From an optimization exercise on the open Yosys and OpenROAD flow, aimed at small area and few clock cycles; shortcuts taken in it are not production practice.
In this exercise RTL edits were held to simulation tests only and were not proved equivalent to the original.
Power and IR drop assume default switching activity.

===== flow/run.sh =====
#!/bin/bash
# synth_recipe.tcl (not shown) runs the flow's synth.tcl, then flattens the netlist and writes it again
# the make line also repeats each setting of config.mk as NAME=value (left out here)
make -C /OpenROAD-flow-scripts/flow DESIGN_CONFIG=/design/flow/config.mk WORK_HOME=/design/flow/orfs CLKGATE_MAP_FILE= SYNTH_SCRIPT=/design/flow/synth_recipe.tcl finish

===== flow/config.mk =====
export PLATFORM = sky130hd
export DESIGN_NAME = Apply
export DESIGN_NICKNAME = Apply
export VERILOG_FILES = /design/flow/design.v
export SDC_FILE = /design/flow/constraint.sdc
export NUM_CORES = 4
export LEC_CHECK = 0
export CAP_MARGIN = 20
export CORE_MARGIN = 2
export CORE_UTILIZATION = 40
export PLACE_DENSITY = 0.6
export SLEW_MARGIN = 20

===== flow/constraint.sdc =====
create_clock -name core_clock -period 10.0 [get_ports {clk}]
set_input_delay 2.0000 -clock core_clock [delete_from_list [all_inputs] [get_ports {clk}]]
set_output_delay 2.0000 -clock core_clock [all_outputs]
set_load 0.01 [all_outputs]

===== flow/design.v =====
`timescale 10 ns / 10 ns
module BufferedPipeline #(parameter
		DATA_END = 0
	)(
		input wire validIn,  
		input wire [DATA_END:0] dataIn,  
		input wire busyIn,	  
		input wire validOut,  
		output wire busyOut,  
		output wire [DATA_END:0] currentData,  
		output wire validData,  
		output wire memoryTransfer,  
		input clk,
		input reset
	);
reg [DATA_END:0] inputData,storedData;
reg validInput,validStored;
assign busyOut = validStored;  
assign validData = validInput;
assign currentData = inputData;  
assign memoryTransfer = (validOut & !busyIn);  
always @(posedge clk)
begin
	if(!validInput)  
	begin
		if(validIn)
		begin
			inputData <= dataIn;
			validInput <= 1'b1;
		end
	end
	else if(memoryTransfer)  
	begin
		if(validStored)  
		begin
			inputData <= storedData;
			storedData <= 0;  
			validStored <= 1'b0;
		end
		else if(validIn)  
		begin
			inputData <= dataIn;
			validInput <= 1'b1;  
		end
		else 
		begin
			validInput <= 1'b0;  
			inputData <= 0;
		end
	end
	else if(validIn & !validStored)  
	begin
		storedData <= dataIn;
		validStored <= 1'b1; 
	end
	if(reset)
	begin
		validInput <= 1'b0;
		validStored <= 1'b0;
		inputData <= 0;
		storedData <= 0;
	end
end
endmodule
module MultiCycleBufferedPipeline #(parameter
		DATA_END = 0,
		MAXIMUM_CYCLES_BITS = 8
	)(
		input wire validIn,
		input wire [DATA_END:0] dataIn,
		input wire busyIn,
		output wire busyOut,
		output wire [DATA_END:0] currentData,
		output wire validData,
		output wire [MAXIMUM_CYCLES_BITS-1:0] currentCycles,
		input  wire [MAXIMUM_CYCLES_BITS-1:0] maximumCycles,
		input wire increment,		 
		output wire memoryTransfer,  
		output wire earlyEnd,
		output wire validOut, 		 
		input clk,
		input reset
	);
reg [MAXIMUM_CYCLES_BITS-1:0] cycleCounter;
assign currentCycles = cycleCounter;
assign validOut = (validData & (earlyEnd | (cycleCounter == maximumCycles)));
assign earlyEnd = ((cycleCounter + 1 == maximumCycles) & increment & !busyIn);
BufferedPipeline #(.DATA_END(DATA_END)) pipeline(
		.validIn(validIn),
		.dataIn(dataIn),
		.busyIn(busyIn),
		.validOut(earlyEnd | validOut),  
		.busyOut(busyOut),
		.currentData(currentData),
		.validData(validData),
		.memoryTransfer(memoryTransfer),
		.clk(clk),
		.reset(reset)
	);
always @(posedge clk)
begin
	if(increment)
	begin
		cycleCounter <= cycleCounter + 1;
	end
	if(reset | memoryTransfer | earlyEnd)  
	begin
		cycleCounter <= 0;
	end
end
endmodule
module FSMBufferedPipeline #(parameter
		DATA_END = 0,
		MAXIMUM_STATE_BITS = 8
	)(
		input wire validIn,
		input wire [DATA_END:0] dataIn,
		input wire busyIn,
		output wire busyOut,
		output wire [DATA_END:0] currentData,
		output wire validData,
		output reg [MAXIMUM_STATE_BITS-1:0] currentState,
		input  wire [MAXIMUM_STATE_BITS-1:0] nextState,
		output wire memoryTransfer,  
		input wire validOut,
		input clk,
		input reset
	);
BufferedPipeline #(.DATA_END(DATA_END)) pipeline(
		.validIn(validIn),
		.dataIn(dataIn),
		.busyIn(busyIn),
		.validOut(validOut), 
		.busyOut(busyOut),
		.currentData(currentData),
		.validData(validData),
		.memoryTransfer(memoryTransfer),
		.clk(clk),
		.reset(reset)
	);
wire cannotProgress = (validOut & busyIn);
always @(posedge clk)
begin
	if(validData & !cannotProgress)  
	begin
		currentState <= nextState;
	end
	if(reset)
	begin
		currentState <= 0;
	end
end
endmodule
`timescale 10 ns / 10 ns
module AndTerminalCase(
		input wire [29:0] f,
		input wire [29:0] g,
		output wire hit,
		output reg [29:0] result
	);
wire equal_f_zero,equal_g_zero,equal_negate,equal_f_g,equal_g_one,equal_f_one;
assign equal_f_zero = (f == 30'h3fffffff);
assign equal_g_zero = (g == 30'h3fffffff);
assign equal_negate = ((f[29:1] == g[29:1] && f[0] != g[0]));
assign equal_f_g = (f == g);
assign equal_g_one = (g == 30'h3ffffffe);
assign equal_f_one = (f == 30'h3ffffffe);
wire return_zero,return_f,return_g;
assign return_zero = (equal_f_zero | equal_g_zero | equal_negate);
assign return_f = (equal_f_g | equal_g_one);
assign return_g = equal_f_one;
assign hit = (return_zero | return_f | return_g);
always @*
begin
	casez({return_zero,return_f,return_g})  
	3'b000: begin
		result = 30'h00000000;  
	end
	3'b001: begin
		result = g;
	end
	3'b01?: begin
		result = f;
	end
	3'b1??: begin
		result = 30'h3fffffff;
	end
	endcase
end
endmodule
`timescale 10 ns / 10 ns
module ExistTerminalCase(
		input wire [29:0] f,
		input wire [10-1:0] top,
		input wire [10-1:0] cubeLastVar,
		output wire hit,
		output wire [29:0] result
	);
wire topBigger,equal_f_zero,equal_f_one;
assign topBigger = (top > cubeLastVar);
assign equal_f_zero = (f == 30'h3fffffff);
assign equal_f_one = (f == 30'h3ffffffe);
assign hit = (topBigger | equal_f_zero | equal_f_one);
assign result = f;
endmodule
module ExistTerminalCaseNoVar(
		input wire [29:0] f,
		output wire hit,
		output wire [29:0] result
	);
wire equal_f_zero,equal_f_one;
assign equal_f_zero = (f == 30'h3fffffff);
assign equal_f_one = (f == 30'h3ffffffe);
assign hit = (equal_f_zero | equal_f_one);
assign result = f;
endmodule
`timescale 10 ns / 10 ns
module AbstractTerminalCase(
		input wire [29:0] f,
		input wire [29:0] g,
		output wire hit,
		output wire [29:0] result
	);
wire equal_f_zero,equal_g_zero,equal_negate,equal_f_one,equal_g_one;
assign equal_f_zero = (f == 30'h3fffffff);
assign equal_g_zero = (g == 30'h3fffffff);
assign equal_negate = ((f[29:1] == g[29:1] && f[0] != g[0]));
assign equal_f_one = (f == 30'h3ffffffe);
assign equal_g_one = (g == 30'h3ffffffe);
wire return_zero,return_one;
assign return_zero = (equal_f_zero | equal_g_zero | equal_negate);
assign return_one = (equal_f_one && equal_g_one);
assign hit = (return_zero | return_one);
assign result = return_one ? 30'h3ffffffe : 30'h3fffffff;
endmodule
`timescale 10 ns / 10 ns
module ApplySimpleCasesNoVar(
		input wire [(2-1):0] typeIn,
		input wire [29:0] f,
		input wire [29:0] g,
		output reg [(2-1):0] outType,
		output reg [29:0] outF,
		output reg [29:0] outG,
		output reg hit,
		output reg [29:0] result
	);
wire equal_f_one,equal_f_g,equal_g_one;
assign equal_f_one = (f == 30'h3ffffffe);
assign equal_f_g = (f == g);
assign equal_g_one = (g == 30'h3ffffffe);
wire typeEqualAbstract,transformExistG,transformExistF;
assign typeEqualAbstract = (typeIn == 2);
assign transformExistG = (equal_f_one | equal_f_g);
assign transformExistF = equal_g_one;
reg checkExistGSimpleCase;
always @*
begin
	checkExistGSimpleCase = 0;
	casez({typeEqualAbstract,transformExistG,transformExistF})
	4'b11?: begin
		checkExistGSimpleCase = 1;
		outF = g;
		outG = 30'h3fffffff;  
		outType = 1;
	end
	4'b101:begin
		outF = f; 
		outG = 30'h3fffffff;  
		outType = 1;
	end
	default:begin
		outF = f;
		outG = g;
		outType = typeIn;
	end
	endcase
end
wire andHit;
wire [29:0] andResult;
AndTerminalCase terminalAnd(
		.f(f),
		.g(g),
		.hit(andHit),
		.result(andResult));
wire existHit;
wire [29:0] existResult;
ExistTerminalCaseNoVar terminalExist(
		.f(f),
		.hit(existHit),
		.result(existResult));
wire transformedExistHit;
wire [29:0] transformedExistResult;
ExistTerminalCaseNoVar transformedTerminalExist(  
		.f(g),
		.hit(transformedExistHit),
		.result(transformedExistResult));
wire abstractHit;
wire [29:0] abstractResult;
AbstractTerminalCase terminalAbstract(
		.f(f),
		.g(g),
		.hit(abstractHit),
		.result(abstractResult));
wire existFinalHit;
wire [29:0] existFinalResult;
assign existFinalHit = (checkExistGSimpleCase ? transformedExistHit : existHit);
assign existFinalResult = (checkExistGSimpleCase ? transformedExistResult : existResult);
always @*
begin
	case(typeIn)
		0:begin
			hit = andHit;
			result = andResult;
		end
		1:begin
			hit = existFinalHit;
			result = existFinalResult;
		end
		2:begin
			hit = abstractHit;
			result = abstractResult;
		end
		3:begin
			hit = (f == 30'h3fffffff | f == 30'h3ffffffe);
			result = f;
		end
		default:begin
			hit = 1'b0;
			result = 30'h00000000;  
		end
	endcase
end
endmodule
`timescale 10 ns / 10 ns
module ApplySimpleCases(
		input wire [(2-1):0] typeIn,
		input wire [29:0] f,
		input wire [29:0] g,
		input wire [10-1:0] top,
		input wire [10-1:0] cubeLastVar,
		output reg [(2-1):0]  outType,
		output reg [29:0] outF,
		output reg [29:0] outG,
		output reg hit,
		output reg [29:0] result
	);
wire topBigger,equal_f_one,equal_f_g,equal_g_one;
assign topBigger = (top > cubeLastVar);
assign equal_f_one = (f == 30'h3ffffffe);
assign equal_f_g = (f == g);
assign equal_g_one = (g == 30'h3ffffffe);
wire typeEqualAbstract,transformAnd,transformExistG,transformExistF;
assign typeEqualAbstract = (typeIn == 2);
assign transformAnd = topBigger;
assign transformExistG = (equal_f_one | equal_f_g);
assign transformExistF = equal_g_one;
reg checkExistGSimpleCase;
always @*
begin
	checkExistGSimpleCase = 0;
	casez({typeEqualAbstract,transformAnd,transformExistG,transformExistF})
	4'b11??: begin
		outF = f;
		outG = g;
		outType = 0;
	end
	4'b101?: begin
		checkExistGSimpleCase = 1;
		outF = g;
		outG = 30'h3fffffff;  
		outType = 1;
	end
	4'b1001:begin
		outF = f; 
		outG = 30'h3fffffff;  
		outType = 1;
	end
	default:begin
		outF = f;
		outG = g;
		outType = typeIn;
	end
	endcase
end
wire andHit;
wire [29:0] andResult;
AndTerminalCase terminalAnd(
		.f(f),
		.g(g),
		.hit(andHit),
		.result(andResult));
wire existHit;
wire [29:0] existResult;
ExistTerminalCase terminalExist(
		.f(f),
		.top(top),
		.cubeLastVar(cubeLastVar),
		.hit(existHit),
		.result(existResult));
wire transformedExistHit;
wire [29:0] transformedExistResult;
ExistTerminalCase transformedTerminalExist(  
		.f(g),
		.top(top),
		.cubeLastVar(cubeLastVar),
		.hit(transformedExistHit),
		.result(transformedExistResult));
wire abstractHit;
wire [29:0] abstractResult;
AbstractTerminalCase terminalAbstract(
		.f(f),
		.g(g),
		.hit(abstractHit),
		.result(abstractResult));
wire existFinalHit;
wire [29:0] existFinalResult;
assign existFinalHit = (checkExistGSimpleCase ? transformedExistHit : existHit);
assign existFinalResult = (checkExistGSimpleCase ? transformedExistResult : existResult);
always @*
begin
	case(typeIn)
		0:begin
			hit = andHit;
			result = andResult;
		end
		1:begin
			hit = existFinalHit;
			result = existFinalResult;
		end
		2:begin
			hit = abstractHit;
			result = abstractResult;
		end
		3:begin
			hit = (f == 30'h3fffffff | f == 30'h3ffffffe);
			result = f;
		end
		default:begin
			hit = 1'b0;
			result = 30'h00000000;  
		end
	endcase
end
endmodule
`timescale 10 ns / 10 ns
module Apply (
		input wire [29:0] f,
		input wire [29:0] g,
		input wire [(2-1):0]  typeIn,
		input wire valid,
		input wire negate,
		input [2:0] index,
		output wire applyBusy,
		output wire simpleCaseHit,
		output wire [29:0] simpleCaseResult,
		output wire [29:0] fn,
		output wire [29:0] fnv,
		output wire [29:0] gn,
		output wire [29:0] gnv,
		output wire quantifyOut,
		output wire [29:0] outF,
		output wire [29:0] outG,
		output wire [(2-1):0] outType,
		output wire [10-1:0] topOut,
		output wire validOut,
		output wire negateOut,
		input wire applyBusyIn,
		output wire [2:0] outIndex,
		input wire insertValueIntoSimpleCache,
		input wire [18-1:0] simpleCacheIndex,
		input wire [2-1:0] simpleCacheValue, 
		input wire [15:0] avs_config_address, 
		input wire avs_config_write,
		input wire [31:0] avs_config_writedata,
		input wire avs_config_read,
		output wire [31:0] avs_config_readdata,
		output wire avs_config_readdatavalid,
		output wire avs_config_waitrequest,
		output reg [127:0] aso_var_request_data,
		input wire aso_var_request_ready,
		output reg aso_var_request_valid,
		output reg [127:0] aso_node_request_data,
		input wire aso_node_request_ready,
		output reg aso_node_request_valid,
		output reg [127:0] aso_cache_request_data,
		input wire aso_cache_request_ready,
		output reg aso_cache_request_valid,
		input wire [95:0] asi_result_data,
		input wire [1:0] asi_result_channel,
		output wire asi_result_ready,
		input wire asi_result_valid,
		input wire [15:0] asi_var_data,
		output wire asi_var_ready,
		input wire asi_var_valid,
		input wire clk,
		input wire reset
	);
assign avs_config_waitrequest = 1'b0;
assign asi_var_ready = 1'b1;
assign asi_result_ready = 1'b1;
reg [10-1:0] cubeLastVar;
reg [31:0] quantify [1:0];  
reg [1:0] simpleCache [63:0];  
reg [10-1:0] nextVar [63:0];  
reg doInsertValueIntoSimpleCache;
reg [18-1:0] storedSimpleCacheIndex;
reg [2-1:0] storedSimpleCacheValue; 
always @(posedge clk)
begin
	doInsertValueIntoSimpleCache <= insertValueIntoSimpleCache;
	storedSimpleCacheIndex <= simpleCacheIndex;
	storedSimpleCacheValue <= simpleCacheValue; 
	if(doInsertValueIntoSimpleCache)
	begin
		simpleCache[storedSimpleCacheIndex[5:0]] <= storedSimpleCacheValue;
	end
	if(reset)
	begin
		doInsertValueIntoSimpleCache <= 0;
		storedSimpleCacheIndex <= 0;
		storedSimpleCacheValue <= 0;
	end
end
reg hpsPerformWrite;
reg hpsCubeLastVarOperation;
reg [15:0] hpsQuantifyIndex;
reg [31:0] valueToWriteOrRead,quantifyValueRead;
reg hpsPerformRead;
reg hpsReturnData;
reg quantifyDoRead,hpsPerformNextVarRead;
reg hpsPerformNextVarWrite;
reg [10-1:0] hpsNextVarIndex,valueForNextVar,hpsNextVarIndexToRead;
localparam 	SET_CUBE_LAST_VAR = 15'h0005,
			SET_QUANTIFY = 128,
			SET_NEXT_VAR = 256;
always @(posedge clk)
begin
	hpsPerformWrite <= 1'b0;
	hpsCubeLastVarOperation <= 1'b0;
	hpsQuantifyIndex <= 0;
	valueToWriteOrRead <= 0;
	hpsPerformRead <= 1'b0;
	hpsReturnData <= 1'b0;
	quantifyDoRead <= 0;
	hpsPerformNextVarWrite <= 1'b0;
	hpsPerformNextVarRead <= 1'b0;
	if(avs_config_write)
	begin
		if(avs_config_address >= SET_NEXT_VAR)
		begin
			hpsPerformNextVarWrite <= 1'b1;
			hpsNextVarIndex <= avs_config_address - SET_NEXT_VAR;
			valueForNextVar <= avs_config_writedata; 
		end
		else if(avs_config_address >= SET_QUANTIFY)
		begin
			hpsPerformWrite <= 1'b1;
			hpsQuantifyIndex <= avs_config_address - SET_QUANTIFY;
			valueToWriteOrRead <= avs_config_writedata;
		end
		else 
		if(avs_config_address == SET_CUBE_LAST_VAR)
		begin
			hpsPerformWrite <= 1'b1;
			hpsCubeLastVarOperation <= 1'b1;
			valueToWriteOrRead <= avs_config_writedata;
		end
	end
	if(hpsPerformNextVarWrite)
	begin
		nextVar[hpsNextVarIndex[5:0]] <= valueForNextVar;
	end
	if(avs_config_read)
	begin
		if(avs_config_address >= SET_NEXT_VAR)
		begin
			hpsPerformNextVarRead <= 1'b1;
			hpsNextVarIndexToRead <= avs_config_address - SET_NEXT_VAR;
		end
		else if(avs_config_address >= SET_QUANTIFY)
		begin
			hpsPerformRead <= 1'b1;
			hpsQuantifyIndex <= avs_config_address - SET_QUANTIFY;
		end
		else if(avs_config_address == SET_CUBE_LAST_VAR)
		begin
			hpsPerformRead <= 1'b1;
			hpsCubeLastVarOperation <= 1'b1;
		end
	end
	if(hpsPerformNextVarRead)
	begin
		hpsReturnData <= 1'b1;
		valueToWriteOrRead <= nextVar[hpsNextVarIndexToRead[5:0]];
	end
	if(hpsPerformWrite)
	begin
		if(hpsCubeLastVarOperation)
		begin
			cubeLastVar <= valueToWriteOrRead[11:0];
		end
		else 
		begin
			quantify[hpsQuantifyIndex[0]] <= valueToWriteOrRead;	
		end
	end
	else
	if(hpsPerformRead)
	begin
		if(hpsCubeLastVarOperation)
		begin
			hpsReturnData <= 1'b1;
			valueToWriteOrRead <= cubeLastVar;
		end
		else 
		begin
			quantifyValueRead <= quantify[hpsQuantifyIndex[0]];	
			quantifyDoRead <= 1;
		end
	end
	if(quantifyDoRead)
	begin
		hpsReturnData <= 1'b1;
		valueToWriteOrRead <= quantifyValueRead;
	end
	if(reset)
	begin
		quantifyValueRead <= 0;
		hpsNextVarIndex <= 0;
		valueForNextVar <= 0;
		hpsNextVarIndexToRead <= 0;
	end
end
assign avs_config_readdata = hpsReturnData ? valueToWriteOrRead : 0;
assign avs_config_readdatavalid = hpsReturnData;
reg [66:0] apply_input;
always @*
begin
	apply_input = 0;
	apply_input[2:0] = index;
	apply_input[3:3] = negate;
	apply_input[33:4] = f;
	apply_input[63:34] = g;
	apply_input[66:64] = typeIn;
end
wire stage_1_validData;
wire stage_21_busy;
wire [66:0] stage_1_data;
BufferedPipeline #(.DATA_END(66)) stage_1(
		.validIn(valid),
		.busyOut(applyBusy),
		.busyIn(stage_21_busy),
		.dataIn(apply_input),
		.validData(stage_1_validData),
		.currentData(stage_1_data),
		.memoryTransfer(),
		.validOut(stage_1_validData),
		.clk(clk),
		.reset(reset)
	);
wire [29:0] stage_1_f = stage_1_data[33:4];
wire [29:0] stage_1_g = stage_1_data[63:34];
wire [(2-1):0] stage_1_type = stage_1_data[66:64];
wire [29:0] stage_1_simpleResult;
wire stage_1_hit;
wire [(2-1):0] stage_1_typeOut;
wire [29:0] stage_1_fOut,stage_1_gOut;
ApplySimpleCasesNoVar stage_1_simple_case_no_var(
		.typeIn(stage_1_type),
		.f(stage_1_f),
		.g(stage_1_g),
		.outType(stage_1_typeOut),
		.outF(stage_1_fOut),
		.outG(stage_1_gOut),
		.hit(stage_1_hit),
		.result(stage_1_simpleResult)
	);
wire stage_1_f_bigger = (stage_1_f > stage_1_g);
wire stage_1_reorder = (stage_1_typeOut != 1 && stage_1_typeOut != 3);
wire [29:0] stage_1_finalF = (stage_1_reorder & stage_1_f_bigger) ? stage_1_gOut : stage_1_fOut;
wire [29:0] stage_1_finalG = (stage_1_reorder & stage_1_f_bigger) ? stage_1_fOut : stage_1_gOut;
reg [97:0] stage_12_data;
always @*
begin
	stage_12_data = 0;
	stage_12_data[2:0] = stage_1_data[2:0];
	stage_12_data[3:3] = stage_1_data[3:3];
	stage_12_data[33:4] = stage_1_finalF;
	stage_12_data[63:34] = stage_1_finalG;
	stage_12_data[66:64] = stage_1_typeOut;
	stage_12_data[96:67] = stage_1_simpleResult;
	stage_12_data[97:97] = stage_1_hit;
end
wire stage_2_validData;
wire stage_32_busy;
wire [97:0] stage_2_data;
reg stage_2_validOut;
wire [3:0] stage_2_state;
reg [3:0] stage_2_next_state;
FSMBufferedPipeline #(.DATA_END(97),.MAXIMUM_STATE_BITS(4)) stage_2(
		.validIn(stage_1_validData),
		.busyOut(stage_21_busy),
		.busyIn(stage_32_busy),
		.dataIn(stage_12_data),
		.validData(stage_2_validData),
		.currentData(stage_2_data),
		.currentState(stage_2_state),
		.nextState(stage_2_next_state),
		.memoryTransfer(),
		.validOut(stage_2_validOut),
		.clk(clk),
		.reset(reset)
	);
wire stage_2_responseValid = asi_var_valid;
reg [10-1:0] stage_2_stored_f_var,stage_2_stored_g_var;
reg stage_2_storeFirstRegister,stage_2_storeSecondRegister,stage_2_clearStoredRegisters;
always @(posedge clk)
begin
	if(stage_2_storeFirstRegister)
	begin
		stage_2_stored_f_var <= asi_var_data;
	end
	if(stage_2_storeSecondRegister)
	begin
		stage_2_stored_g_var <= asi_var_data;
	end
	if(stage_2_clearStoredRegisters)
	begin
		stage_2_stored_f_var <= 12'hfff;  
		stage_2_stored_g_var <= 12'hfff;
	end
	if(reset)
	begin
		stage_2_stored_f_var <= 0;
		stage_2_stored_g_var <= 0;
	end
end
wire stage_2_simpleCase = stage_2_data[97:97];
wire [29:0] stage_2_f = stage_2_data[33:4];
wire [29:0] stage_2_g = stage_2_data[63:34];
wire [(2-1):0] stage_2_type = stage_2_data[66:64];
always @*
begin
	stage_2_validOut = 1'b0;
	stage_2_next_state = 0;
	aso_var_request_data = 0;
	aso_var_request_valid = 0;
	stage_2_storeFirstRegister = 1'b0;
	stage_2_storeSecondRegister = 1'b0;
	stage_2_clearStoredRegisters = 1'b0;
	if(stage_2_validData)
	begin
		stage_2_next_state = stage_2_state;  
		casez(stage_2_state)
		4'b0000:begin  
			stage_2_clearStoredRegisters = 1'b1;
			if(stage_2_simpleCase)
			begin
				stage_2_validOut = 1'b1;
				stage_2_next_state = 0;
			end
			else
			begin
				aso_var_request_valid = 1'b1;
				aso_var_request_data[31:3] = stage_2_f[29:1];
				aso_var_request_data[2:0] = 3'b010;
				if(aso_var_request_ready)
				begin
					stage_2_next_state[0] = 1;  
					if(stage_2_type == 1 | stage_2_type == 3)
					begin
						stage_2_next_state[1] = 1;  
					end
				end
			end
		end
		4'b0001: begin  
			aso_var_request_valid = 1'b1;
			aso_var_request_data[31:3] = stage_2_g[29:1];
			aso_var_request_data[2:0] = 3'b010;
			if(stage_2_responseValid)
			begin
				stage_2_storeFirstRegister = 1'b1;
				stage_2_next_state[2] = 1;  
			end
			if(aso_var_request_ready)
			begin
				stage_2_next_state[1] = 1;  
			end
		end
		4'b001?: begin  
			if(stage_2_responseValid)
			begin
				stage_2_storeFirstRegister = 1'b1;
				stage_2_next_state[2] = 1;  
				if(stage_2_type == 1 | stage_2_type == 3)
				begin
					stage_2_next_state[3] = 1;  
				end
			end
		end
		4'b010?: begin  
			aso_var_request_valid = 1'b1;
			aso_var_request_data[31:3] = stage_2_g[29:1];
			aso_var_request_data[2:0] = 3'b010;
			if(aso_var_request_ready)
			begin
				stage_2_next_state[1] = 1;  
			end
		end
		4'b011?: begin  
			if(stage_2_responseValid)
			begin
				stage_2_storeSecondRegister = 1'b1;
				stage_2_next_state[3] = 1;  
			end
		end
		4'b1???: begin  
			stage_2_next_state = 0;
			stage_2_validOut = 1'b1;
		end
		endcase
	end
end
reg [109:0] stage_23_data;
wire [10-1:0] stage_2_top = (stage_2_stored_f_var < stage_2_stored_g_var ? stage_2_stored_f_var : stage_2_stored_g_var);
always @*
begin
	stage_23_data = 0;	
	stage_23_data[97:0] = stage_2_data;
	stage_23_data[109:100] = stage_2_top;
	stage_23_data[98:98] = (stage_2_stored_f_var == stage_2_top);
	stage_23_data[99:99] = (stage_2_stored_g_var == stage_2_top);
end
wire [109:0] stage_3_data;
wire stage_3_validData;
wire stage_43_busy;
BufferedPipeline #(.DATA_END(109)) stage_3(
		.validIn(stage_2_validOut),
		.dataIn(stage_23_data),
		.busyIn(stage_43_busy),
		.validOut(stage_3_validData),  
		.busyOut(stage_32_busy),
		.currentData(stage_3_data),
		.validData(stage_3_validData),
		.memoryTransfer(),
		.clk(clk),
		.reset(reset)
	);
wire [10-1:0] stage_3_top = stage_3_data[109:100];
wire [(2-1):0] stage_3_type = stage_3_data[66:64];
wire [29:0] stage_3_f = stage_3_data[33:4];
wire [29:0] stage_3_g = stage_3_data[63:34];
wire [29:0] stage_3_outF,stage_3_outG,stage_3_simpleResult;
wire [(2-1):0] stage_3_typeOut;
wire stage_3_hit;
ApplySimpleCases stage_3_simple_case(
		.typeIn(stage_3_type),
		.f(stage_3_f),
		.g(stage_3_g),
		.top(stage_3_top),
		.cubeLastVar(cubeLastVar),
		.outType(stage_3_typeOut),
		.outF(stage_3_outF),
		.outG(stage_3_outG),
		.hit(stage_3_hit),
		.result(stage_3_simpleResult)
	);
reg [120:0] stage_34_data;
wire [31:0] stage_3_quantifyData = quantify[stage_3_top[5]];
always @*
begin
	stage_34_data = 0;
	stage_34_data[109:0] = stage_3_data;
	stage_34_data[33:4] = stage_3_outF;
	stage_34_data[63:34] = stage_3_outG;
	stage_34_data[66:64] = stage_3_typeOut;
	stage_34_data[97:97] = stage_3_hit;  
	stage_34_data[96:67] = stage_3_simpleResult;
	stage_34_data[110:110] = stage_3_quantifyData[stage_3_top[4:0]];
	stage_34_data[120:111] = nextVar[stage_3_top[5:0]];
end
wire [120:0] stage_4_data;
wire stage_4_validData;
wire stage_54_busy;
BufferedPipeline #(.DATA_END(120)) stage_4(
		.validIn(stage_3_validData),
		.dataIn(stage_34_data),
		.busyIn(stage_54_busy),
		.validOut(stage_4_validData),  
		.busyOut(stage_43_busy),
		.currentData(stage_4_data),
		.validData(stage_4_validData),
		.memoryTransfer(),
		.clk(clk),
		.reset(reset)
	);
wire [29:0] stage_4_f = stage_4_data[33:4];
wire [29:0] stage_4_g = stage_4_data[63:34];
wire [(2-1):0] stage_4_type = stage_4_data[66:64];
wire stage_4_stored_quantify = stage_4_data[110:110];
wire [10-1:0] stage_4_top = stage_4_data[109:100];
wire [10-1:0] stage_4_nextTop = stage_4_data[120:111];
wire stage_4_quantify = (stage_4_type == 0 | stage_4_type == 3 ? 1'b0 : stage_4_stored_quantify);
reg [130:0] stage_45_data;
always @*
begin
	stage_45_data = 0;	
	stage_45_data[109:0] = stage_4_data[109:0];
	stage_45_data[110:110] = stage_4_quantify;
	stage_45_data[130:113] = ((stage_4_f + stage_4_g + stage_4_type) ^ stage_4_quantify);
	stage_45_data[112:111] = ((^stage_4_f) * 2 + (^stage_4_g) + stage_4_type + stage_4_quantify);
	stage_45_data[109:100] = (stage_4_type == 3 ? stage_4_nextTop : stage_4_top);
end
wire [130:0] stage_5_data;
wire stage_5_validData;
wire stage_65_busy;
BufferedPipeline #(.DATA_END(130)) stage_5(
		.validIn(stage_4_validData),
		.dataIn(stage_45_data),
		.busyIn(stage_65_busy),
		.validOut(stage_5_validData),  
		.busyOut(stage_54_busy),
		.currentData(stage_5_data),
		.validData(stage_5_validData),
		.memoryTransfer(),
		.clk(clk),
		.reset(reset)
	);
wire [18-1:0] stage_5_hashIndex = stage_5_data[130:113];
reg [132:0] stage_56_data;
always @*
begin
	stage_56_data = 0;	
	stage_56_data[130:0] = stage_5_data;
	stage_56_data[132:131] = simpleCache[stage_5_hashIndex[5:0]];
end
wire stage_6_validData;
wire stage_76_busy;
wire [132:0] stage_6_data;
reg stage_6_validOut;
wire [1:0] stage_6_state;
reg [1:0] stage_6_next_state;
FSMBufferedPipeline #(.DATA_END(132),.MAXIMUM_STATE_BITS(2)) stage_6(
		.validIn(stage_5_validData),
		.busyOut(stage_65_busy),
		.busyIn(stage_76_busy),
		.dataIn(stage_56_data),
		.validData(stage_6_validData),
		.currentData(stage_6_data),
		.currentState(stage_6_state),
		.nextState(stage_6_next_state),
		.memoryTransfer(),
		.validOut(stage_6_validOut),
		.clk(clk),
		.reset(reset)
	);
localparam [1:0] STAGE_6_ID = 2'b10;
wire stage_6_responseValid = (asi_result_valid & asi_result_channel == STAGE_6_ID);
reg [95:0] stage_6_storedCacheEntry;
reg stage_6_storeRegister;
always @(posedge clk)
begin
	if(stage_6_storeRegister)
	begin
		stage_6_storedCacheEntry <= asi_result_data;
	end
	if(reset)
	begin
		stage_6_storedCacheEntry <= 0;
	end
end
wire stage_6_simpleCase = stage_6_data[97:97];
wire [18-1:0] stage_6_cache_hash = stage_6_data[130:113];
wire [2-1:0] stage_6_simpleHash = stage_6_data[112:111];
wire [2-1:0] stage_6_storedSimpleHash = stage_6_data[132:131];
always @*
begin
	stage_6_validOut = 1'b0;
	stage_6_next_state = 0;
	aso_cache_request_data = 0;
	aso_cache_request_valid = 0;
	stage_6_storeRegister = 1'b0;
	if(stage_6_validData)
	begin
		stage_6_next_state = stage_6_state;  
		casez(stage_6_state)
		4'b00:begin  
			if(stage_6_simpleCase | stage_6_simpleHash != stage_6_storedSimpleHash)  
			begin
				stage_6_validOut = 1'b1;
				stage_6_next_state = 0;
			end
			else
			begin
				aso_cache_request_valid = 1'b1;
				aso_cache_request_data[31:3] = stage_6_cache_hash;
				aso_cache_request_data[2:0] = 3'b011;
				if(aso_cache_request_ready)
				begin
					stage_6_next_state[0] = 1;
				end
			end
		end
		4'b01: begin  
			if(stage_6_responseValid)
			begin
				stage_6_storeRegister = 1'b1;
				stage_6_next_state[1] = 1;  
			end
		end
		4'b1?: begin  
			stage_6_next_state = 0;
			stage_6_validOut = 1'b1;
		end
		endcase
	end
end
wire [29:0] stage_6_f = stage_6_data[33:4];
wire [29:0] stage_6_g = stage_6_data[63:34];
wire [(2-1):0] stage_6_type = stage_6_data[66:64];
wire stage_6_quantify = stage_6_data[110:110];
wire [29:0] stage_6_cache_result = stage_6_storedCacheEntry[93:64];
wire stage_6_equal_f = (stage_6_f == stage_6_storedCacheEntry[29:0]);
wire stage_6_equal_g = (stage_6_g == stage_6_storedCacheEntry[61:32]);
wire stage_6_equal_type = (stage_6_type == stage_6_storedCacheEntry[95:94]);
wire stage_6_equal_quantify = (stage_6_quantify == stage_6_storedCacheEntry[30:30]);
wire stage_6_equal_to_cache_entry = (stage_6_equal_f & stage_6_equal_g & stage_6_equal_type & stage_6_equal_quantify);
reg [132:0] stage_67_data;
always @*
begin
	stage_67_data = stage_6_data;	
	if(stage_6_equal_to_cache_entry & !stage_6_simpleCase & stage_6_simpleHash == stage_6_storedSimpleHash)
	begin
		stage_67_data[97:97] = 1;
		stage_67_data[96:67] = stage_6_cache_result;
	end
end
wire stage_7_validData;
wire [132:0] stage_7_data;
reg stage_7_validOut;
wire [3:0] stage_7_state;
reg [3:0] stage_7_next_state;
FSMBufferedPipeline #(.DATA_END(132),.MAXIMUM_STATE_BITS(4)) stage_7(
		.validIn(stage_6_validOut),
		.busyOut(stage_76_busy),
		.busyIn(applyBusyIn),
		.dataIn(stage_67_data),
		.validData(stage_7_validData),
		.currentData(stage_7_data),
		.currentState(stage_7_state),
		.nextState(stage_7_next_state),
		.memoryTransfer(),
		.validOut(stage_7_validOut),
		.clk(clk),
		.reset(reset)
	);
localparam [1:0] STAGE_7_ID = 2'b01;
wire stage_7_responseValid = (asi_result_valid & asi_result_channel == STAGE_7_ID);
wire [29:0] stage_7_f,stage_7_g;
assign stage_7_f = stage_7_data[33:4];
assign stage_7_g = stage_7_data[63:34];
wire stage_7_fetchF = stage_7_data[98:98];
wire stage_7_fetchG = stage_7_data[99:99];
reg [64-1:0] stage_7_stored_f_node,stage_7_stored_g_node;
reg stage_7_storeFirstRegister,stage_7_storeSecondRegister,stage_7_clearStoredRegisters;
wire stage_7_simpleCase = stage_7_data[97:97];
always @(posedge clk)
begin
	if(stage_7_storeFirstRegister)
	begin
		stage_7_stored_f_node <= asi_result_data;
	end
	if(stage_7_storeSecondRegister)
	begin
		stage_7_stored_g_node <= asi_result_data;
	end
	if(stage_7_clearStoredRegisters)
	begin
		stage_7_stored_f_node <= {2'b0,stage_7_f,2'b0,stage_7_f};
		stage_7_stored_g_node <= {2'b0,stage_7_g,2'b0,stage_7_g};
	end
	if(reset)
	begin
		stage_7_stored_f_node <= 0;
		stage_7_stored_g_node <= 0;
	end
end
always @*
begin
	stage_7_validOut = 1'b0;
	stage_7_next_state = 0;
	aso_node_request_data = 0;
	aso_node_request_valid = 0;
	stage_7_storeFirstRegister = 1'b0;
	stage_7_storeSecondRegister = 1'b0;
	stage_7_clearStoredRegisters = 1'b0;
	if(stage_7_validData)
	begin
		stage_7_next_state = stage_7_state;  
		casez(stage_7_state)
		4'b0000:begin  
			stage_7_clearStoredRegisters = 1'b1;
			if(stage_7_simpleCase)
			begin
				stage_7_validOut = 1'b1;
				stage_7_next_state = 0;
			end
			else
			begin
				aso_node_request_valid = 1'b1;
				aso_node_request_data[2:0] = 3'b001;  
				if(stage_7_fetchF)
				begin
					aso_node_request_data[31:3] = stage_7_f[29:1];
					if(aso_node_request_ready)
					begin
						stage_7_next_state[0] = 1;
					end
				end
				else 
				begin 
					aso_node_request_data[31:3] = stage_7_g[29:1];
					if(aso_node_request_ready)
					begin
						stage_7_next_state[0] = 1;
						stage_7_next_state[2] = 1;
						stage_7_next_state[1] = 1;
					end
				end
			end
		end
		4'b0001: begin  
			if(stage_7_fetchG)
			begin
				aso_node_request_valid = 1'b1;
				aso_node_request_data[31:3] = stage_7_g[29:1];
				aso_node_request_data[2:0] = 3'b001;
				if(aso_node_request_ready)
				begin
					stage_7_next_state[1] = 1;  
				end
			end
			if(stage_7_responseValid)
			begin
				stage_7_storeFirstRegister = 1'b1;
				stage_7_next_state[2] = 1;  
			end
		end
		4'b001?: begin  
			if(stage_7_responseValid)
			begin
				stage_7_storeFirstRegister = 1'b1;
				stage_7_next_state[2] = 1;  
			end
		end
		4'b010?: begin  
			if(stage_7_fetchG)
			begin
				aso_node_request_valid = 1'b1;
				aso_node_request_data[31:3] = stage_7_g[29:1];
				aso_node_request_data[2:0] = 3'b001;
				if(aso_node_request_ready)
				begin
					stage_7_next_state[1] = 1;  
				end
			end
			else 
			begin
				stage_7_next_state[1] = 1;
				stage_7_next_state[3] = 1;
			end
		end
		4'b011?: begin  
			if(stage_7_responseValid)
			begin
				stage_7_storeSecondRegister = 1'b1;
				stage_7_next_state[3] = 1;  
			end
		end
		4'b1???: begin  
			stage_7_next_state = 0;
			stage_7_validOut = 1'b1;
		end
		endcase
	end
end
wire [1:0] stage_7_type = stage_7_data[66:64];
wire stage_7_negateF = (stage_7_f[0]);
wire [29:0] stage_7_finalFn = {stage_7_stored_f_node[61:33],stage_7_stored_f_node[32] ^ (stage_7_fetchF & stage_7_negateF)};
wire [29:0] stage_7_finalFnv = {stage_7_stored_f_node[29:1],stage_7_stored_f_node[0] ^ (stage_7_fetchF & stage_7_negateF)};
wire [29:0] stage_7_finalGn = {stage_7_stored_g_node[61:33],stage_7_stored_g_node[32] ^ (stage_7_fetchG & stage_7_g[0])};
wire [29:0] stage_7_finalGnv = {stage_7_stored_g_node[29:1],stage_7_stored_g_node[0] ^ (stage_7_fetchG & stage_7_g[0])};
assign simpleCaseHit = stage_7_simpleCase; 
assign simpleCaseResult = stage_7_data[96:67];
assign quantifyOut = stage_7_data[110:110];
assign outType = stage_7_type;
assign fn = stage_7_finalFn;
assign fnv = stage_7_finalFnv;
assign gn = stage_7_finalGn;
assign gnv = stage_7_finalGnv;
assign outF = stage_7_data[33:4];
assign outG = stage_7_data[63:34];
assign topOut = stage_7_data[109:100];
assign validOut = stage_7_validOut;
assign negateOut = stage_7_data[3:3];
assign outIndex = stage_7_data[2:0];
endmodule

==> notes.md <==
-- sequential cells by signal, indices dropped and copies added, names as in the netlist, 32 cells and up, named ones only --
name                         cells
stage_6.pipeline.storedData    132
stage_5.inputData              130
stage_1.inputData               66
stage_7.pipeline.storedData    110
stage_4.inputData              120
stage_2.pipeline.storedData     67
quantifyValueRead               32
valueToWriteOrRead              32
stage_1.storedData              66
stage_6.pipeline.inputData     132
nextVar                        640
simpleCache                    128
quantify                        64
stage_2.pipeline.inputData      67
stage_6_storedCacheEntry        93
stage_5.storedData             130
stage_3.inputData               78
stage_7.pipeline.inputData     110
stage_3.storedData              78
stage_4.storedData             120
-- layer usage --
metal | vias to the layer above | global-route usage
met3 | 605 | 0.0435
met5 | - | 0
met4 | 6 | 0.0931
met1 | 43900 | 0.342
met2 | 4211 | 0.359
li1 | 39600 | -
-- per-stage QoR --
stage               instance area, sq um  hold WS (ns)
global placement                  122000         0.426
CTS                               131000         0.383
global route                      132000         0.400
finish                            132000         0.379
floorplan                         117000         0.415
detailed placement                122000         0.430
-- worst paths after layout --
| kind | start | to | slack [ns] | depth (start not counted) |
|---|---|---|---|---|
| max | stage_7.currentState[1] | aso_node_request_data[27] | 4.02 | 7 |
| min | valueToWriteOrRead[13] | quantify[0][13] | 0.38 | 0 |
| max reg2reg | stage_1.inputData[46] | stage_2.pipeline.inputData[8] | 5.54 | 11 |
| min reg2reg | valueToWriteOrRead[13] | quantify[0][13] | 0.38 | 0 |
-- cells by family after synthesis --
group / count (synthesis)
AO/OA/AOI/OAI: 2544
XOR/XNOR: 182
adder cells (fa/ha/maj): 89
buffers and inverters: 1493
flip-flops: 2626
multiplexers: 642
other: 2
AND/OR/NAND/NOR: 3315
-- final cells by class --
type / count / share of cell area
Sequential cell: 2626 / 0.464
Multi-Input combinational cell: 7079 / 0.368
Clock buffer: 415 / 0.0646
Timing Repair Buffer: 760 / 0.0557
Tap cell: 3781 / 0.0359
Clock inverter: 106 / 0.00932
Inverter: 91 / 0.00263
Antenna cell: 6 / 0.000114
-- cell usage after synthesis (23+ instances only) --
cell / count / area, sq um
nand2_1: 904 / 3390
nor3_1: 494 / 2470
mux2_2: 34 / 383
buf_4: 437 / 3280
and2_1: 70 / 438
o31ai_1: 36 / 270
a211oi_1: 159 / 1190
a221o_1: 30 / 300
xor2_1: 69 / 604
inv_1: 87 / 327
buf_2: 97 / 485
a2bb2oi_1: 31 / 272
o211ai_1: 67 / 503
nor4_1: 28 / 175
clkbuf_1: 811 / 3040
edfxtp_1: 842 / 25300
o21ai_0: 310 / 1550
a31oi_1: 175 / 1090
nand4_1: 52 / 325
a22oi_1: 476 / 3570
o211a_1: 29 / 290
a221oi_1: 438 / 3840
nor2b_1: 23 / 144
a311oi_1: 62 / 543
buf_1: 44 / 165
a21oi_1: 505 / 2530
mux4_2: 473 / 10700
xnor2_1: 113 / 990
nor2_1: 1506 / 5650
o21ai_1: 57 / 285
dfxtp_1: 1784 / 35700
nand2b_1: 50 / 313
mux2i_1: 134 / 1340
ha_1: 85 / 1060
nand3_1: 120 / 601
a22o_1: 81 / 709
-- worst max-delay path, stage by stage (launching register included) --
cell and delay (ns):
dfxtp_1 0.39, nor4_1 0.64, nor2b_1 0.21, o21a_1 0.21
a21boi_2 0.18, buf_4 0.33, a22o_1 0.46, clkdlybuf4s50_1 0.62
-- where the power goes --
part,switching [mW],internal [mW],leakage [nW]
combinational,1.08,0.647,17.4
clock,4.55,6.33,4.76
sequential,0.271,11.1,22.5
==> notes.md <==
status=no timing/DRC/antenna violations; Final Critical Period=about 6 ns; PD cells=182 mW/mm^2; Hold Path Class=reg -> reg; clk sinks=2626; Final nets=roughly 11000; WP data arrival=between 3 and 4 ns; Compound-Gate Fraction of Synth Area=0.154; Final Setup Violations=0; wire length on met1=about 160 mm; Worst Path Required=8.00 ns; filler cell count=~26000; fin util=0.458; Wirelength per Cell=24.7 microns; mux cell area share after synthesis=0.107; Placed Cells=14300; ANT nets after route=0; Initial DRC Count=9761; first-pass GRT wire length=541 mm; Highest Signal Layer=met5; Die W=about 540 microns; Final Skew=0.0941 ns; Syn-to-layout area delta=14.0%; Worst-Margin Slew=about 1.2 ns; Max IR drop VDD=about 0.13 mV; Core Area=about 0.29 sq mm; Initial Util=0.401; CTS tree=done; initial antenna violation count=16; Period Utilization, post-route=0.598; setup ws final=around 4.0 ns; total track usage=0.239; Die Area=slightly below 0.3 sq mm; Synth Area in Adders=0.00991; Synth Area in Simple Gates=0.122; router iterations before antenna repair=6; CTS H-tree lvls=5; asr flop ratio synth=0; Highest Clock Rate=about 170 MHz; vias in the first global route=81700; Startpoint Class=register; largest net degree at the start of global routing=about 210; hold_buf cts=0; Syn. warnings=13; remaining global-route overflow=0; Top FF cell, synth=dfxtp_1; cts bufs inserted=290; Cell Area, Synth=between 0.1 and 0.15 sq mm; Clock Latency Late Sink=between 0.9 and 1 ns; Final Hold Viols=0; share of cells above drive strength 1=0.112; #FFs+latches synth=approximately 2600; vias per cell=between 5 and 6; register area=0.0610 sq mm; Routed WL=approximately 370 mm; Syn Area/Cell=around 11 sq um; commonest non-fill, non-tap cell in the layout=dfxtp_1; DRC=0; sequential share of the synthesized area=0.528; max-cap viol count=0; post-cts sizing count=0; Post-synth EDFFs=between 800 and 900; met2 routed WL=approximately 160 mm; FP Rows=between 150 and 200; multi-input combinational cell area=between 0.04 and 0.05 sq mm; IO buf count=roughly 600; Post-CTS Setup Inserts=0; Root Driver=clkbuf_16; DR WL met3=roughly 32 mm; non-filler cells, final=roughly 15000; I/O pin total=roughly 900; relative max-transition margin=0.200; Final HPWL DP=between 200 and 250 mm; Post-Synth XOR/XNOR Area=0.0138; routed vias=around 88000; Leakage Power=about 45 nW; RePlAce Congestion=between 0.8 and 0.9; CP endpoint kind=primary output; post-synth cell types=87; most frequent cells in the layout=dfxtp_1, nor2_1, nand2_1; setup TNS=0 ns; clk buf depth=4; CTS clock-pin slew for the worst setup and hold paths=about 0.060 ns; Pwr Total=between 20 and 25 mW; CP Class=reg -> out; RSZ-0062 raised after global routing=no; post-synthesis cell count=10900; Die H=roughly 540 microns; CP max FO=29; final number of max-transition violations=0; combinational family with the most area after synthesis=compound AO/OA/AOI/OAI gates; Post-Place Worst Slack=roughly 4.8 ns
Testbench counts, summed over its fixed seeds: cycles 26,729.

-- port drivers added, routing unchanged --
In the flow no input, the clock included, has a driving cell. The finished layout below was timed again as built, in two steps. Step 1, drivers: a clkbuf_16 drives clk and a buf_2 each remaining input, both assumed. Step 2, shift: input delay + t, output delay - t, t = (earliest + latest rising clock arrival at the registers) / 2. This alone moves slack from input paths to output paths. a / b / c = ideal ports / drivers / drivers and shift; a / b = the first two.
t, ns: 0.991
setup slack, ns: 4.020 / 3.920 / 4.910
worst setup path at the end: register to output
After both steps this run still meets setup and hold. For this run, drivers alone change the setup slack by -0.100 ns; drivers and shift together by +0.890 ns.
